What follows belongs to an exercise in optimizing a design on an open flow for small area, a short achievable clock period and few clock cycles; a production flow would make more cautious choices. Function was checked by simulation only, so behaviour that the tests miss may differ from the original. Power figures rest on the tool's default switching activity, not on a simulated workload.

==> inputs of trial 65 <==
Design milestone1, start of the top module:
module milestone1 (
		input logic clock,
		input logic Resetn,
		input logic Enable,
		output	logic [17:0] SRAM_address,
		output 	logic [15:0] SRAM_write_data,
		output	logic SRAM_we_n,
		input		logic [15:0] SRAM_read_data,
		output   logic M1_end
);
localparam [1:0] S_IDLE = 2'd0, S_BLK = 2'd1, S_FRM = 2'd2, S_DONE = 2'd3;
logic [1:0] state;
logic [2:0] pos;         
logic [7:0] col;         
logic [15:0] m;          
logic [17:0] rgb_addr;
logic first;             
logic [7:0] up0, up1, up2, up3, up4, up5;
logic [7:0] vp0, vp1, vp2, vp3, vp4, vp5;
logic [7:0] st;
logic [7:0] ylo;         
logic [7:0] py;
logic [9:0] pu, pv;
logic lsel;              
logic fsel, fsel2;       
logic [10:0] l_ha, l_hb, g_ha, g_hb;
logic l_lc, g_lc;
logic [9:0] f_ha, f_hb;
logic f_lc;
wire [7:0] in_hi = SRAM_read_data[15:8];
wire [7:0] in_lo = SRAM_read_data[7:0];
wire frm = (state == S_FRM);
wire tail = (col == 8'd160);
wire blk = (state == S_BLK);
wire [7:0] fa = fsel ? vp0 : up0;
wire [7:0] fb = fsel ? vp1 : up1;
wire [7:0] fc = fsel ? vp2 : up2;
  ...
==> flow/config.mk <==
export PLATFORM = sky130hd
export DESIGN_NAME = milestone1
export DESIGN_NICKNAME = milestone1
export VERILOG_FILES = /design/flow/design.v
export SDC_FILE = /design/flow/constraint.sdc
export NUM_CORES = 4
export LEC_CHECK = 0
export CAP_MARGIN = 20
export CORE_MARGIN = 2
export CORE_UTILIZATION = 40
export CTS_CLUSTER_DIAMETER = 120
export CTS_CLUSTER_SIZE = 22
export GPL_ROUTABILITY_DRIVEN = 0
export GPL_TIMING_DRIVEN = 0
export SLEW_MARGIN = 20
==> flow/constraint.sdc <==
create_clock -name core_clock -period 20.0 [get_ports {clock}]
set_input_delay 4.0000 -clock core_clock [delete_from_list [all_inputs] [get_ports {clock}]]
set_output_delay 4.0000 -clock core_clock [all_outputs]
set_load 0.01 [all_outputs]
standard.sh (not shown) runs the stock make flow with config.mk's settings and CLKGATE_MAP_FILE= SYNTH_SCRIPT=/design/flow/synth_recipe.tcl, a recipe that flattens the netlist after the stock synthesis.
==> flow/flow/run.sh <==
#!/bin/bash
# Standard layout, with the port buffers made from buf_2 cells instead of the
# default delay-buffer cells, and timing repair aiming at a 14.9 ns setup margin.
export BUFFER_PORTS_ARGS="-buffer_cell sky130_fd_sc_hd__buf_2"
export SETUP_SLACK_MARGIN=14.9
bash standard.sh > standard.log 2>&1
==> trial 6 (differences from trial 65) <==
--- a/flow/design.v
+++ b/flow/design.v
@@ -13,22 +13,22 @@
 localparam [1:0] S_IDLE = 2'd0, S_BLK = 2'd1, S_FRM = 2'd2, S_DONE = 2'd3;
 logic [1:0] state;
 logic [2:0] pos;         
 logic [7:0] col;         
 logic [15:0] m;          
 logic [17:0] rgb_addr;
 logic first;             
-logic [7:0] up0, up1, up2, up3, up4, up5;
-logic [7:0] vp0, vp1, vp2, vp3, vp4, vp5;
-logic [7:0] st;
+logic [7:0] up0, up1, up2, up3, up4, up5, ust;
+logic [7:0] vp0, vp1, vp2, vp3, vp4, vp5, vst;
 logic [7:0] ylo;         
 logic [7:0] py;
 logic [9:0] pu, pv;
 logic lsel;              
 logic fsel, fsel2;       
+logic [7:0] b0reg;
 logic [10:0] l_ha, l_hb, g_ha, g_hb;
 logic l_lc, g_lc;
 logic [9:0] f_ha, f_hb;
 logic f_lc;
 wire [7:0] in_hi = SRAM_read_data[15:8];
 wire [7:0] in_lo = SRAM_read_data[7:0];
 wire frm = (state == S_FRM);
@@ -1198,59 +1198,58 @@
 		pu <= {2'b00, up3};
 		pv <= {2'b00, vp2};
 	end
 	if (pos == 3'd0) pv <= fout;    
 	if (pos == 3'd1) pu <= fout;    
 	fsel <= (pos == 3'd3);
 	fsel2 <= frm && (pos == 3'd3);
-	if (pos != 3'd2) SRAM_write_data[15:8] <= (pos == 3'd0 || pos == 3'd1) ? lc : gc;
+	if (pos == 3'd1) b0reg <= lc;
+	SRAM_write_data[15:8] <= (pos == 3'd0) ? lc : (pos == 3'd2) ? b0reg : gc;
 	SRAM_write_data[7:0] <= (pos == 3'd0) ? gc : lc;
 end
-logic u_sh, u_hi, u_lo, u_st, v_sh, v_hi, v_st, st_ld;
-logic nu_sh, nu_hi, nu_lo, nu_st, nv_sh, nv_hi, nv_st, nst_ld;
+logic u_sh, u_hi, u_st, u_ld, v_sh, v_hi, v_st, v_ld;
+logic nu_sh, nu_hi, nu_st, nv_sh, nv_hi, nv_st, nv_ld;
 always_comb begin
-	nu_sh = 1'b0; nu_hi = 1'b0; nu_lo = 1'b0; nu_st = 1'b0;
-	nv_sh = 1'b0; nv_hi = 1'b0; nv_st = 1'b0; nst_ld = 1'b0;
+	nu_sh = 1'b0; nu_hi = 1'b0; nu_st = 1'b0;
+	nv_sh = 1'b0; nv_hi = 1'b0; nv_st = 1'b0; nv_ld = 1'b0;
 	if (blk) begin
-		case (pos)
-			3'd0: nv_sh = 1'b1;                                                    
-			3'd1: begin nu_sh = 1'b1; nu_lo = 1'b1; nv_sh = 1'b1; nv_st = 1'b1; end    
-			default: begin nv_sh = 1'b1; nv_hi = 1'b1; nst_ld = 1'b1; end             
-		endcase
+		if (pos == 3'd0) begin nu_sh = 1'b1; nu_st = 1'b1; nv_sh = 1'b1; end           
+		else begin nu_sh = 1'b1; nu_hi = 1'b1; nv_sh = 1'b1; nv_st = 1'b1; end         
 	end else if (frm && tail) begin
 		case (pos)
 			3'd1: begin nu_sh = 1'b1; nu_hi = 1'b1; end
 			3'd2: nu_sh = 1'b1;
-			3'd3: begin nu_sh = 1'b1; nv_sh = 1'b1; nv_hi = 1'b1; nst_ld = 1'b1; end
+			3'd3: begin nu_sh = 1'b1; nv_sh = 1'b1; nv_hi = 1'b1; nv_ld = 1'b1; end
 			3'd4: begin nu_sh = 1'b1; nv_sh = 1'b1; end                                 
 			default: ;
 		endcase
 	end else if (frm) begin
-		if (col == 8'd0 && pos == 3'd0) begin nu_sh = 1'b1; nu_hi = 1'b1; nst_ld = 1'b1; nv_sh = 1'b1; nv_st = 1'b1; end
+		if (col == 8'd0 && pos == 3'd0) begin nv_sh = 1'b1; nv_hi = 1'b1; nv_ld = 1'b1; end
+		if (col == 8'd0 && pos == 3'd1) begin nv_sh = 1'b1; nv_st = 1'b1; end
 		if (pos == 3'd3) begin
 			nu_sh = 1'b1;
 			nv_sh = 1'b1;
 			if (col <= 8'd156) begin nu_hi = col[0]; nu_st = ~col[0]; end
-			if (col <= 8'd155) begin nv_hi = ~col[0]; nv_st = col[0]; end
-			nst_ld = (col <= 8'd155);
+			if (col <= 8'd155) begin nv_hi = ~col[0]; nv_st = col[0]; nv_ld = ~col[0]; end
 		end
 	end
 end
 always_ff @(posedge clock) begin
-	u_sh <= nu_sh; u_hi <= nu_hi; u_lo <= nu_lo; u_st <= nu_st;
-	v_sh <= nv_sh; v_hi <= nv_hi; v_st <= nv_st; st_ld <= nst_ld;
+	u_sh <= nu_sh; u_hi <= nu_hi; u_st <= nu_st; u_ld <= nu_hi;
+	v_sh <= nv_sh; v_hi <= nv_hi; v_st <= nv_st; v_ld <= nv_ld;
 	if (u_sh) begin
 		up0 <= up1; up1 <= up2; up2 <= up3; up3 <= up4; up4 <= up5;
-		up5 <= u_hi ? in_hi : u_lo ? in_lo : u_st ? st : up5;
+		up5 <= u_hi ? in_hi : u_st ? ust : up5;
 	end
+	if (u_ld) ust <= in_lo;
 	if (v_sh) begin
 		vp0 <= vp1; vp1 <= vp2; vp2 <= vp3; vp3 <= vp4; vp4 <= vp5;
-		vp5 <= v_hi ? in_hi : v_st ? st : vp5;
+		vp5 <= v_hi ? in_hi : v_st ? vst : vp5;
 	end
-	if (st_ld) st <= in_lo;
+	if (v_ld) vst <= in_lo;
 end
 wire [14:0] mh = m[15:1];
 logic c_v;
 logic [1:0] c_off;
 wire [17:0] c_addr = (c_v ? 18'd57600 : 18'd38400) + {3'd0, mh} + {16'd0, c_off};
 wire last = tail && (m == 16'd38400);
 logic [1:0] n_state;
@@ -1268,33 +1267,30 @@
 	a_y = 1'b0;
 	case (state)
 		S_IDLE: begin
 			n_pos = 3'd0;
 			if (Enable) n_state = S_FRM;    
 		end
 		S_BLK: begin
-			case (pos)
-				3'd0: begin c_v = 1'b1; c_off = 2'd1; end    
-				3'd1: c_off = 2'd1;                          
-				default: begin n_state = S_FRM; n_pos = 3'd0; a_y = 1'b1; end
-			endcase
+			if (pos == 3'd0) begin c_v = 1'b1; c_off = 2'd1; end    
+			else begin n_state = S_FRM; n_pos = 3'd0; a_y = 1'b1; end
 		end
 		S_FRM: begin
 			case (pos)
 				3'd0: begin n_wr = wr_ok; a_wr = 1'b1; end
 				3'd1: begin
 					c_v = tail | ~col[0];
 					c_off = tail ? 2'd0 : 2'd2;
 				end
 				3'd2: begin n_wr = wr_ok; a_wr = 1'b1; end
 				3'd3: begin n_wr = wr_ok; a_wr = 1'b1; end
 				3'd4: begin
 					n_pos = 3'd0;
 					if (last) n_state = S_DONE;
-					else if (tail) n_state = S_BLK;    
+					else if (tail) begin n_state = S_BLK; c_off = 2'd1; end    
 					else if (col != 8'd159) a_y = 1'b1;                         
 				end
 				default: ;
 			endcase
 		end
 		default: n_pos = 3'd0;
 	endcase
@@ -1303,15 +1299,15 @@
 	if (~Resetn) begin
 		state <= S_IDLE;
 		pos <= 3'd0;
 		M1_end <= 1'b0;
 	end else begin
 		state <= n_state;
 		pos <= n_pos;
-		M1_end <= (n_state == S_DONE);
+		if (frm && pos == 3'd4 && last) M1_end <= 1'b1;
 	end
 end
 always_ff @(posedge clock) SRAM_we_n <= ~n_wr;
 always_ff @(posedge clock) begin
 	if (state == S_IDLE) begin
 		m <= 16'd0;
 		col <= 8'd160;
==> flow/flow/run.sh (replaced) <==
#!/bin/bash
# Standard layout, with the port buffers made from buf_4 cells instead of the
# default delay-buffer cells, and timing repair aiming at a 15 ns setup margin.
export BUFFER_PORTS_ARGS="-buffer_cell sky130_fd_sc_hd__buf_4"
export SETUP_SLACK_MARGIN=15
bash standard.sh > standard.log 2>&1
- GPL_ROUTABILITY_DRIVEN: 0 -> not set
- GPL_TIMING_DRIVEN: 0 -> not set
==> build 19 (differences from trial 65) <==
--- a/flow/design.v
+++ b/flow/design.v
@@ -13,22 +13,22 @@
 localparam [1:0] S_IDLE = 2'd0, S_BLK = 2'd1, S_FRM = 2'd2, S_DONE = 2'd3;
 logic [1:0] state;
 logic [2:0] pos;         
 logic [7:0] col;         
 logic [15:0] m;          
 logic [17:0] rgb_addr;
 logic first;             
-logic [7:0] up0, up1, up2, up3, up4, up5;
-logic [7:0] vp0, vp1, vp2, vp3, vp4, vp5;
-logic [7:0] st;
+logic [7:0] up0, up1, up2, up3, up4, up5, ust;
+logic [7:0] vp0, vp1, vp2, vp3, vp4, vp5, vst;
 logic [7:0] ylo;         
 logic [7:0] py;
 logic [9:0] pu, pv;
 logic lsel;              
 logic fsel, fsel2;       
+logic [7:0] b0reg;
 logic [10:0] l_ha, l_hb, g_ha, g_hb;
 logic l_lc, g_lc;
 logic [9:0] f_ha, f_hb;
 logic f_lc;
 wire [7:0] in_hi = SRAM_read_data[15:8];
 wire [7:0] in_lo = SRAM_read_data[7:0];
 wire frm = (state == S_FRM);
@@ -1198,59 +1198,58 @@
 		pu <= {2'b00, up3};
 		pv <= {2'b00, vp2};
 	end
 	if (pos == 3'd0) pv <= fout;    
 	if (pos == 3'd1) pu <= fout;    
 	fsel <= (pos == 3'd3);
 	fsel2 <= frm && (pos == 3'd3);
-	if (pos != 3'd2) SRAM_write_data[15:8] <= (pos == 3'd0 || pos == 3'd1) ? lc : gc;
+	if (pos == 3'd1) b0reg <= lc;
+	SRAM_write_data[15:8] <= (pos == 3'd0) ? lc : (pos == 3'd2) ? b0reg : gc;
 	SRAM_write_data[7:0] <= (pos == 3'd0) ? gc : lc;
 end
-logic u_sh, u_hi, u_lo, u_st, v_sh, v_hi, v_st, st_ld;
-logic nu_sh, nu_hi, nu_lo, nu_st, nv_sh, nv_hi, nv_st, nst_ld;
+logic u_sh, u_hi, u_st, u_ld, v_sh, v_hi, v_st, v_ld;
+logic nu_sh, nu_hi, nu_st, nv_sh, nv_hi, nv_st, nv_ld;
 always_comb begin
-	nu_sh = 1'b0; nu_hi = 1'b0; nu_lo = 1'b0; nu_st = 1'b0;
-	nv_sh = 1'b0; nv_hi = 1'b0; nv_st = 1'b0; nst_ld = 1'b0;
+	nu_sh = 1'b0; nu_hi = 1'b0; nu_st = 1'b0;
+	nv_sh = 1'b0; nv_hi = 1'b0; nv_st = 1'b0; nv_ld = 1'b0;
 	if (blk) begin
-		case (pos)
-			3'd0: nv_sh = 1'b1;                                                    
-			3'd1: begin nu_sh = 1'b1; nu_lo = 1'b1; nv_sh = 1'b1; nv_st = 1'b1; end    
-			default: begin nv_sh = 1'b1; nv_hi = 1'b1; nst_ld = 1'b1; end             
-		endcase
+		if (pos == 3'd0) begin nu_sh = 1'b1; nu_st = 1'b1; nv_sh = 1'b1; end           
+		else begin nu_sh = 1'b1; nu_hi = 1'b1; nv_sh = 1'b1; nv_st = 1'b1; end         
 	end else if (frm && tail) begin
 		case (pos)
 			3'd1: begin nu_sh = 1'b1; nu_hi = 1'b1; end
 			3'd2: nu_sh = 1'b1;
-			3'd3: begin nu_sh = 1'b1; nv_sh = 1'b1; nv_hi = 1'b1; nst_ld = 1'b1; end
+			3'd3: begin nu_sh = 1'b1; nv_sh = 1'b1; nv_hi = 1'b1; nv_ld = 1'b1; end
 			3'd4: begin nu_sh = 1'b1; nv_sh = 1'b1; end                                 
 			default: ;
 		endcase
 	end else if (frm) begin
-		if (col == 8'd0 && pos == 3'd0) begin nu_sh = 1'b1; nu_hi = 1'b1; nst_ld = 1'b1; nv_sh = 1'b1; nv_st = 1'b1; end
+		if (col == 8'd0 && pos == 3'd0) begin nv_sh = 1'b1; nv_hi = 1'b1; nv_ld = 1'b1; end
+		if (col == 8'd0 && pos == 3'd1) begin nv_sh = 1'b1; nv_st = 1'b1; end
 		if (pos == 3'd3) begin
 			nu_sh = 1'b1;
 			nv_sh = 1'b1;
 			if (col <= 8'd156) begin nu_hi = col[0]; nu_st = ~col[0]; end
-			if (col <= 8'd155) begin nv_hi = ~col[0]; nv_st = col[0]; end
-			nst_ld = (col <= 8'd155);
+			if (col <= 8'd155) begin nv_hi = ~col[0]; nv_st = col[0]; nv_ld = ~col[0]; end
 		end
 	end
 end
 always_ff @(posedge clock) begin
-	u_sh <= nu_sh; u_hi <= nu_hi; u_lo <= nu_lo; u_st <= nu_st;
-	v_sh <= nv_sh; v_hi <= nv_hi; v_st <= nv_st; st_ld <= nst_ld;
+	u_sh <= nu_sh; u_hi <= nu_hi; u_st <= nu_st; u_ld <= nu_hi;
+	v_sh <= nv_sh; v_hi <= nv_hi; v_st <= nv_st; v_ld <= nv_ld;
 	if (u_sh) begin
 		up0 <= up1; up1 <= up2; up2 <= up3; up3 <= up4; up4 <= up5;
-		up5 <= u_hi ? in_hi : u_lo ? in_lo : u_st ? st : up5;
+		up5 <= u_hi ? in_hi : u_st ? ust : up5;
 	end
+	if (u_ld) ust <= in_lo;
 	if (v_sh) begin
 		vp0 <= vp1; vp1 <= vp2; vp2 <= vp3; vp3 <= vp4; vp4 <= vp5;
-		vp5 <= v_hi ? in_hi : v_st ? st : vp5;
+		vp5 <= v_hi ? in_hi : v_st ? vst : vp5;
 	end
-	if (st_ld) st <= in_lo;
+	if (v_ld) vst <= in_lo;
 end
 wire [14:0] mh = m[15:1];
 logic c_v;
 logic [1:0] c_off;
 wire [17:0] c_addr = (c_v ? 18'd57600 : 18'd38400) + {3'd0, mh} + {16'd0, c_off};
 wire last = tail && (m == 16'd38400);
 logic [1:0] n_state;
@@ -1268,33 +1267,30 @@
 	a_y = 1'b0;
 	case (state)
 		S_IDLE: begin
 			n_pos = 3'd0;
 			if (Enable) n_state = S_FRM;    
 		end
 		S_BLK: begin
-			case (pos)
-				3'd0: begin c_v = 1'b1; c_off = 2'd1; end    
-				3'd1: c_off = 2'd1;                          
-				default: begin n_state = S_FRM; n_pos = 3'd0; a_y = 1'b1; end
-			endcase
+			if (pos == 3'd0) begin c_v = 1'b1; c_off = 2'd1; end    
+			else begin n_state = S_FRM; n_pos = 3'd0; a_y = 1'b1; end
 		end
 		S_FRM: begin
 			case (pos)
 				3'd0: begin n_wr = wr_ok; a_wr = 1'b1; end
 				3'd1: begin
 					c_v = tail | ~col[0];
 					c_off = tail ? 2'd0 : 2'd2;
 				end
 				3'd2: begin n_wr = wr_ok; a_wr = 1'b1; end
 				3'd3: begin n_wr = wr_ok; a_wr = 1'b1; end
 				3'd4: begin
 					n_pos = 3'd0;
 					if (last) n_state = S_DONE;
-					else if (tail) n_state = S_BLK;    
+					else if (tail) begin n_state = S_BLK; c_off = 2'd1; end    
 					else if (col != 8'd159) a_y = 1'b1;                         
 				end
 				default: ;
 			endcase
 		end
 		default: n_pos = 3'd0;
 	endcase
@@ -1303,15 +1299,15 @@
 	if (~Resetn) begin
 		state <= S_IDLE;
 		pos <= 3'd0;
 		M1_end <= 1'b0;
 	end else begin
 		state <= n_state;
 		pos <= n_pos;
-		M1_end <= (n_state == S_DONE);
+		if (frm && pos == 3'd4 && last) M1_end <= 1'b1;
 	end
 end
 always_ff @(posedge clock) SRAM_we_n <= ~n_wr;
 always_ff @(posedge clock) begin
 	if (state == S_IDLE) begin
 		m <= 16'd0;
 		col <= 8'd160;
==> flow/flow/run.sh (replaced) <==
#!/bin/bash
# Standard layout, with the port buffers made from buf_4 cells instead of the
# default delay-buffer cells, and timing repair aiming at a 15 ns setup margin.
export BUFFER_PORTS_ARGS="-buffer_cell sky130_fd_sc_hd__buf_4"
export SETUP_SLACK_MARGIN=15
bash standard.sh > standard.log 2>&1
- CTS_CLUSTER_DIAMETER: 120 -> not set
- CTS_CLUSTER_SIZE: 22 -> not set
- GPL_ROUTABILITY_DRIVEN: 0 -> not set
- GPL_TIMING_DRIVEN: 0 -> not set
==> comparison <==
Cell area: build 19 > trial 6 > trial 65.
Final cell count, lowest first: trial 6, trial 65, build 19.
In synthesized cell count, trial 6 and build 19 do not differ.
The highest register-to-register slack belongs to trial 6, the lowest to trial 65.
Between trial 6 and trial 65, the lower wire length is in trial 65 (gap about 9%, measured against trial 65).
Of trial 65 and trial 6, trial 6 has the higher sequential power (gap about 12%, measured against trial 6).
Trial 65 went through all stages and came out clean. Trial 6 completed without violations. Build 19 ran to the end with no violations.
Testbench counts of trial 65, summed over its fixed seeds: cycles 775,708.
Testbench counts of trial 6, summed over its fixed seeds: cycles 774,748.
Testbench counts of build 19, summed over its fixed seeds: cycles 774,748.

==> what the ideal ports hide <==
In the flow no input, the clock included, has a driving cell. The finished layouts below were timed again as built, in two steps. Step 1 assumes that a clkbuf_16 drives the clock port and a buf_2 every other input. Step 2 times the ports against the registers' clock, not the clock port: input delays grow and output delays shrink by t, the midpoint of the rising clock arrivals with the driver on. Three values: no drivers, after step 1, after step 2; two values: the first two.
| run | t (ns) | slack for setup (ns) | hold slack, ns | worst slew at a driven data input, ns |
|---|---|---|---|---|
| trial 65 | 0.594 | 14.918 / 14.857 / 14.718 | 0.447 / 0.447 / 0.447 | 0.03 |
| trial 6 | 0.591 | 14.919 / 14.864 / 15.111 | 0.443 / 0.443 / 0.443 | 0.07 |
| build 19 | 0.611 | 14.920 / 14.861 / 15.098 | 0.436 / 0.436 / 0.436 | 0.07 |
After both steps every run listed still meets setup and hold. For trial 65, which loses most, drivers alone change the setup slack by -0.061 ns; drivers and shift together by -0.200 ns.
